What follows belongs to an exercise in optimizing a design on an open flow for small area; a production flow would make more cautious choices. In this exercise RTL edits were held to simulation tests only and were not proved equivalent to the original. No activity file was given, so power comes from the tool's default toggle rates.

==> flow/design.v (excerpt) <==
module golife #(
	parameter SIDEWIDTH = 16
)(
	input  wire clk,
	input  wire rst,
	input  wire load,
	input  wire run,
	input  wire [SIDEWIDTH-1:0][SIDEWIDTH-1:0] ingrid,
	output reg  [SIDEWIDTH-1:0][SIDEWIDTH-1:0] grid
);
For scale: about 2900 cells after synthesis, about 520 I/O pins.
Settings: LEC_CHECK=0, CAP_MARGIN=20, CORE_MARGIN=2, CORE_UTILIZATION=60, SLEW_MARGIN=20, SYNTH_HIERARCHICAL=1; clock period 5.0 ns.
standard.sh (not shown) runs the stock make flow with config.mk's settings and CLKGATE_MAP_FILE= SYNTH_SCRIPT=/design/flow/synth_recipe.tcl, a recipe that flattens the netlist after the stock synthesis.
==> flow/flow/run.sh <==
#!/bin/bash
# Own layout flow: the standard ORFS flow (standard.sh) with two changes:
#  - after synthesis, every combinational cell is set to the smallest drive strength of its
#    function (flow/downsize.sed; same cell function and pins), leaving the registers alone;
#    the resizer later upsizes wherever slew, capacitance or timing need it;
#  - the port buffers are made with sky130_fd_sc_hd__buf_1;
#  - the clock tree is built from clkbuf_4/clkbuf_8 in clusters of up to 16 registers,
#    without dummy loads.
set -euo pipefail
export BUFFER_PORTS_ARGS="-buffer_cell sky130_fd_sc_hd__buf_1"
export CTS_ARGS="-sink_clustering_enable -repair_clock_nets -buf_list {sky130_fd_sc_hd__clkbuf_16} -sink_clustering_size 24 -sink_clustering_max_diameter 80 -dont_use_dummy_load"
R=orfs/results/sky130hd/golife/base
bash standard.sh synth > make_synth.log 2>&1
cp $R/1_2_yosys.v $R/1_2_yosys.orig.v
sed -f flow/downsize.sed $R/1_2_yosys.orig.v > $R/1_2_yosys.v
diff $R/1_2_yosys.orig.v $R/1_2_yosys.v | grep -c '^>' > downsize.log || true
bash standard.sh > make_layout.log 2>&1
Other scripts of this flow, unchanged in this note and not shown: flow/flow/downsize.sed
The starting point passed the timing, DRC and antenna checks.
Change:
--- a/flow/flow/run.sh
+++ b/flow/flow/run.sh
@@ -11 +11 @@
-export CTS_ARGS="-sink_clustering_enable -repair_clock_nets -buf_list {sky130_fd_sc_hd__clkbuf_16} -sink_clustering_size 24 -sink_clustering_max_diameter 80 -dont_use_dummy_load"
+export CTS_ARGS="-sink_clustering_enable -repair_clock_nets -buf_list {sky130_fd_sc_hd__clkbuf_4 sky130_fd_sc_hd__clkbuf_8} -sink_clustering_size 16 -sink_clustering_max_diameter 60 -dont_use_dummy_load"
Effect: Global-route usage rose by 0.22 points. Combinational power barely changes. First-iteration DRC count fell by about 2.3%. Routed wire length rose by about 0.44%. Fmax fell by about 0.44%. Flip-flop and latch count does not change. Via count hardly moves. Hold slack degrades by 0.048 ns. Clock-buffer cell count rose by 14. Final area fell by about 0.33%.

========
Another version of the RTL of golife (not shown whole).
Size: ~3300 cells after synthesis, ~520 I/O pins.
export LEC_CHECK = 0
export CAP_MARGIN = 20
export CORE_MARGIN = 2
export CORE_UTILIZATION = 60
export SLEW_MARGIN = 20
export SYNTH_HIERARCHICAL = 1
create_clock -name core_clock -period 5.0 [get_ports {clk}]
==> flow/flow/run.sh <==
#!/bin/bash
# Own layout flow: the standard ORFS flow (standard.sh) with these changes:
#  - after synthesis, every combinational cell is set to the smallest drive strength of its
#    function (flow/downsize.sed; same cell function and pins), leaving the registers alone;
#    the resizer later upsizes wherever slew, capacitance or timing need it;
#  - the port buffers are made with sky130_fd_sc_hd__buf_1;
#  - the clock tree is built from clkbuf_8 in clusters of up to 12 registers,
#    without dummy loads.
set -euo pipefail
export BUFFER_PORTS_ARGS="-buffer_cell sky130_fd_sc_hd__buf_1"
export CTS_ARGS="-sink_clustering_enable -repair_clock_nets -buf_list {sky130_fd_sc_hd__clkbuf_8} -sink_clustering_size 12 -sink_clustering_max_diameter 80 -dont_use_dummy_load"
R=orfs/results/sky130hd/golife/base
bash standard.sh synth > make_synth.log 2>&1
cp $R/1_2_yosys.v $R/1_2_yosys.orig.v
sed -f flow/downsize.sed $R/1_2_yosys.orig.v > $R/1_2_yosys.v
diff $R/1_2_yosys.orig.v $R/1_2_yosys.v | grep -c '^>' > downsize.log || true
bash standard.sh > make_layout.log 2>&1
Other scripts of this flow, unchanged in this note and not shown: flow/flow/downsize.sed
==> next run, changes <==
--- a/flow/flow/run.sh
+++ b/flow/flow/run.sh
@@ -9,5 +9,5 @@
 set -euo pipefail
 export BUFFER_PORTS_ARGS="-buffer_cell sky130_fd_sc_hd__buf_1"
-export CTS_ARGS="-sink_clustering_enable -repair_clock_nets -buf_list {sky130_fd_sc_hd__clkbuf_8} -sink_clustering_size 12 -sink_clustering_max_diameter 80 -dont_use_dummy_load"
+export CTS_ARGS="-sink_clustering_enable -repair_clock_nets -buf_list {sky130_fd_sc_hd__clkbuf_4} -sink_clustering_size 7 -sink_clustering_max_diameter 50 -dont_use_dummy_load"
 R=orfs/results/sky130hd/golife/base
 bash standard.sh synth > make_synth.log 2>&1
--- a/flow/config.mk
+++ b/flow/config.mk
@@ -8,5 +8,5 @@
 export CAP_MARGIN = 20
 export CORE_MARGIN = 2
-export CORE_UTILIZATION = 60
+export CORE_UTILIZATION = 75
 export SLEW_MARGIN = 20
 export SYNTH_HIERARCHICAL = 1
Effect: The changed run completed with no timing, DRC or antenna violations; hold slack gets worse by 0.18 ns; routed wire length decreases by a few percent; cell area decreases slightly; clock skew increases by 0.036 ns; worst setup slack gets better by 0.016 ns; area after synthesis stays the same; die area decreases by about a fifth; combinational power increases slightly; sequential power barely changes; power barely changes; fmax increases slightly.
==> next run, changes <==
--- a/flow/flow/run.sh
+++ b/flow/flow/run.sh
@@ -6,8 +6,10 @@
 #  - the port buffers are made with sky130_fd_sc_hd__buf_1;
 #  - the clock tree is built from clkbuf_8 in clusters of up to 12 registers,
-#    without dummy loads.
+#    without dummy loads;
+#  - after global routing, repair_timing -recover_power 100 downsizes gates off the critical paths.
 set -euo pipefail
 export BUFFER_PORTS_ARGS="-buffer_cell sky130_fd_sc_hd__buf_1"
 export CTS_ARGS="-sink_clustering_enable -repair_clock_nets -buf_list {sky130_fd_sc_hd__clkbuf_4} -sink_clustering_size 7 -sink_clustering_max_diameter 50 -dont_use_dummy_load"
+export RECOVER_POWER=100
 R=orfs/results/sky130hd/golife/base
 bash standard.sh synth > make_synth.log 2>&1
--- a/flow/config.mk
+++ b/flow/config.mk
@@ -8,5 +8,5 @@
 export CAP_MARGIN = 20
 export CORE_MARGIN = 2
-export CORE_UTILIZATION = 75
+export CORE_UTILIZATION = 60
 export SLEW_MARGIN = 20
 export SYNTH_HIERARCHICAL = 1
Outcome: Design area grows by 0.72%. Die area grows by 24%. Fmax grows by 1.3%. Power shrinks by 1.2%. Routed wire length grows by 5.7%. Global-route usage shrinks by 8.1 points. Worst hold slack got worse by 0.051 ns. Critical path depth stays the same. Worst setup slack improved by 0.039 ns.
==> next run, changes <==
--- a/flow/flow/run.sh
+++ b/flow/flow/run.sh
@@ -5,11 +5,9 @@
 #    the resizer later upsizes wherever slew, capacitance or timing need it;
 #  - the port buffers are made with sky130_fd_sc_hd__buf_1;
-#  - the clock tree is built from clkbuf_8 in clusters of up to 12 registers,
-#    without dummy loads;
-#  - after global routing, repair_timing -recover_power 100 downsizes gates off the critical paths.
+#  - the clock tree is built from clkbuf_4 in clusters of up to 7 registers,
+#    without dummy loads.
 set -euo pipefail
 export BUFFER_PORTS_ARGS="-buffer_cell sky130_fd_sc_hd__buf_1"
 export CTS_ARGS="-sink_clustering_enable -repair_clock_nets -buf_list {sky130_fd_sc_hd__clkbuf_4} -sink_clustering_size 7 -sink_clustering_max_diameter 50 -dont_use_dummy_load"
-export RECOVER_POWER=100
 R=orfs/results/sky130hd/golife/base
 bash standard.sh synth > make_synth.log 2>&1
--- a/flow/config.mk
+++ b/flow/config.mk
@@ -8,5 +8,5 @@
 export CAP_MARGIN = 20
 export CORE_MARGIN = 2
-export CORE_UTILIZATION = 60
+export CORE_UTILIZATION = 75
 export SLEW_MARGIN = 20
 export SYNTH_HIERARCHICAL = 1
=> The new run ran to the end with no violations; total power rises by about 1.2%; via count increases by about 2.3%; hold slack improves by 0.051 ns.
==> next run, changes <==
--- a/flow/flow/run.sh
+++ b/flow/flow/run.sh
@@ -5,9 +5,9 @@
 #    the resizer later upsizes wherever slew, capacitance or timing need it;
 #  - the port buffers are made with sky130_fd_sc_hd__buf_1;
-#  - the clock tree is built from clkbuf_4 in clusters of up to 7 registers,
+#  - the clock tree is built from clkbuf_8 in clusters of up to 12 registers,
 #    without dummy loads.
 set -euo pipefail
 export BUFFER_PORTS_ARGS="-buffer_cell sky130_fd_sc_hd__buf_1"
-export CTS_ARGS="-sink_clustering_enable -repair_clock_nets -buf_list {sky130_fd_sc_hd__clkbuf_4} -sink_clustering_size 7 -sink_clustering_max_diameter 50 -dont_use_dummy_load"
+export CTS_ARGS="-sink_clustering_enable -repair_clock_nets -buf_list {sky130_fd_sc_hd__clkbuf_8} -sink_clustering_size 12 -sink_clustering_max_diameter 80 -dont_use_dummy_load"
 R=orfs/results/sky130hd/golife/base
 bash standard.sh synth > make_synth.log 2>&1
--- a/flow/config.mk
+++ b/flow/config.mk
@@ -6,7 +6,7 @@
 export NUM_CORES = 4
 export LEC_CHECK = 0
-export CAP_MARGIN = 20
+export CAP_MARGIN = 0
 export CORE_MARGIN = 2
-export CORE_UTILIZATION = 75
-export SLEW_MARGIN = 20
+export CORE_UTILIZATION = 60
+export SLEW_MARGIN = 0
 export SYNTH_HIERARCHICAL = 1
What happened:
- The new run passed the timing, DRC and antenna checks
- cell count grows by a few percent
- total power hardly moves
- clock-buffer cell count decreases by 17
- design area increases slightly
- sequential share of layout area came out lower by 0.12 points
- global-route usage went down by 8.4 points
- first-iteration DRC count falls by a few percent
- sequential cell count is unchanged

[separate check: timing with driven ports]
In the flow no input, the clock included, has a driving cell. The finished layouts below were timed again as built, in two steps.
Step 1 assumes that a clkbuf_16 drives the clock port and a buf_2 every other input.
Step 2 adds t to the input delays and takes it off the output delays; t is the mean of the earliest and latest rising clock arrival at the registers after step 1. Input paths then give back, and output paths get back, about the clock's delay inside the block.
a / b / c = no drivers / after step 1 / after step 2; a / b = the first two.
run	shift t [ns]	setup slack, ns	worst setup path at the end
the first run of note 1	0.642	2.088 / 2.088 / 1.870	input to register
the second run of note 1	0.685	2.075 / 2.075 / 1.840	input to register
the first run of note 2	0.716	1.942 / 1.942 / 1.766	input to register
the second run of note 2	0.879	1.958 / 1.958 / 1.474	input to register
the third run of note 2	0.922	1.997 / 1.997 / 1.809	input to register
the fourth run of note 2	0.879	1.958 / 1.958 / 1.474	input to register
the fifth run of note 2	0.716	1.942 / 1.942 / 1.766	input to register
After both steps every run listed still meets setup and hold.
